This design comes from an exercise in tuning for small area, a short achievable clock period and few clock cycles per item on the open sky130 flow, not from production work. Function was checked by simulation only, so behaviour that the tests miss may differ from the original. No activity file was given, so power comes from the tool's default toggle rates.

==> module future_enc, before the edit <==
module future_enc(
	input clk,
	input rst,
	input start,
	input [0:63] pt,
	input [0:63] key0,
	input [0:63] key1,
	input [0:63] rc,
	output [0:63] ct,
	output busy,
	output done
	);
	reg busy_r, done_r;
	reg [3:0] cnt;
	reg ksel, rcon;    
	reg [0:63] Y, K0, K1, R;
	wire load = start & ~busy_r;
	wire last = (cnt == 4'd9);
	function [0:63] srow(input [0:63] x);
		srow = {x[0:3],   x[52:55], x[40:43], x[28:31],
		        x[16:19], x[4:7],   x[56:59], x[44:47],
		        x[32:35], x[20:23], x[8:11],  x[60:63],
		        x[48:51], x[36:39], x[24:27], x[12:15]};
	endfunction
	wire [0:63] k0r = {K0[0:15], K0[21:63], K0[0:4]};
	wire [0:63] kn = ksel ? k0r : K1;
	wire [0:63] rkn = kn ^ (R & {64{rcon}});
	wire [0:63] mx, sin, sy;
	genvar i;
	generate
		for (i = 0; i < 4; i = i + 1) begin : g_m
			m mc(.b(Y[16*i +: 16]), .c(mx[16*i +: 16]));
		end
	endgenerate
	assign sin = busy_r ? (srow(mx) ^ rkn) : (pt ^ key0);
	generate
		for (i = 0; i < 16; i = i + 1) begin : g_sb
			sbox sb(.x0(sin[4*i]),.x1(sin[4*i+1]),.x2(sin[4*i+2]),.x3(sin[4*i+3]),
				.y0(sy[4*i]),.y1(sy[4*i+1]),.y2(sy[4*i+2]),.y3(sy[4*i+3]));
		end
	endgenerate
	assign ct = srow(Y);
	always @(posedge clk) begin
		if (rst) begin
			busy_r <= 1'b0;
			done_r <= 1'b0;
		end else if (load) begin
			busy_r <= 1'b1;
			done_r <= 1'b0;
		end else if (busy_r & last) begin
			busy_r <= 1'b0;
			done_r <= 1'b1;
		end
	end
	always @(posedge clk) begin
		if (busy_r | start) Y <= sy;
		if (busy_r) begin
			cnt <= cnt + 4'd1;
			ksel <= ~ksel;
			rcon <= (cnt != 4'd3) & (cnt != 4'd8);
			if (ksel) K0 <= {K0[5:63], K0[0:4]};
		end else begin
			cnt <= 4'd0;
			ksel <= 1'b0;
			rcon <= 1'b1;
			if (start) K0 <= key0;
			K1 <= key1;
			R <= rc;
		end
	end
	assign busy = busy_r;
	assign done = done_r;
endmodule
clock: 4.0 ns
lec_check: 0
cap_margin: 20
core_margin: 2
core_utilization: 60
cts_cluster_diameter: 150
cts_cluster_size: 24
setup_slack_margin: 1.3
slew_margin: 20
standard.sh (not shown) runs the stock make flow with config.mk's settings and CLKGATE_MAP_FILE= SYNTH_SCRIPT=/design/flow/synth_recipe.tcl, a recipe that flattens the netlist after the stock synthesis.
==> flow/flow/run.sh <==
#!/bin/bash
# Standard ORFS layout (the standard.sh, standard synthesis unchanged), with the
# port buffers that buffer_ports inserts made the smallest buffer instead of
# the default choice.
set -euo pipefail
bash standard.sh BUFFER_PORTS_ARGS="-buffer_cell sky130_fd_sc_hd__buf_1" finish > standard.log 2>&1
Testbench counts at the start, summed over its fixed seeds: cycles 1,408, items 128.
==> next run, changes <==
--- a/flow/design.v
+++ b/flow/design.v
@@ -41,11 +41,12 @@
 	output busy,
 	output done
 	);
 	reg busy_r, done_r;
 	reg [3:0] cnt;
-	reg ksel, rcon;    
+	reg rcon;          
+	wire ksel = cnt[0];    
 	reg [0:63] Y, K0, K1, R;
 	wire load = start & ~busy_r;
 	wire last = (cnt == 4'd9);
 	function [0:63] srow(input [0:63] x);
 		srow = {x[0:3],   x[52:55], x[40:43], x[28:31],
@@ -85,16 +86,14 @@
 	end
 	always @(posedge clk) begin
 		if (busy_r | start) Y <= sy;
 		if (busy_r) begin
 			cnt <= cnt + 4'd1;
-			ksel <= ~ksel;
 			rcon <= (cnt != 4'd3) & (cnt != 4'd8);
 			if (ksel) K0 <= {K0[5:63], K0[0:4]};
 		end else begin
 			cnt <= 4'd0;
-			ksel <= 1'b0;
 			rcon <= 1'b1;
 			if (start) K0 <= key0;
 			K1 <= key1;
 			R <= rc;
 		end
Effect: The changed run finished with timing, DRC and antenna clean; utilization fell by 0.29 points; power rises slightly; hold slack is better by 7.2 ps; cell area is lower slightly; final cell count stays the same; setup slack loses 35 ps; critical path depth goes down by 1; global-route usage goes down by 0.23 points; flip-flop and latch count falls by 1.
Testbench counts after the change, summed over its fixed seeds: cycles 1,408, items 128.

port drivers added, routing unchanged:
Ports are ideal in the flow. The routed layouts listed here were re-timed in OpenROAD.
Step 1 sets driving cells, clkbuf_16 on the clock port and buf_2 on the other inputs (assumed; they add their load-dependent delay and slew).
Step 2 moves the port delays by t, midway between the first and last clock arrival at a register: inputs arrive t later, outputs are due t later. That takes back most of the time a late clock gives input paths.
Slacks: ideal ports / drivers / drivers and shift; pairs: ideal ports / drivers.
| run | shift t [ns] | slack for setup (ns) | worst hold slack (ns) | pins driven straight from the clock port |
|---|---|---|---|---|
| the first run | 0.540 | 1.320 / 1.320 / 1.135 | 0.454 / 0.430 / 0.479 | 1 |
| the second run | 0.544 | 1.285 / 1.285 / 1.285 | 0.461 / 0.432 / 0.494 | 1 |
After both steps every run listed still meets setup and hold. The setup slack of the first run, which loses most, moves by 0.000 ns with the drivers and by -0.185 ns with both steps.
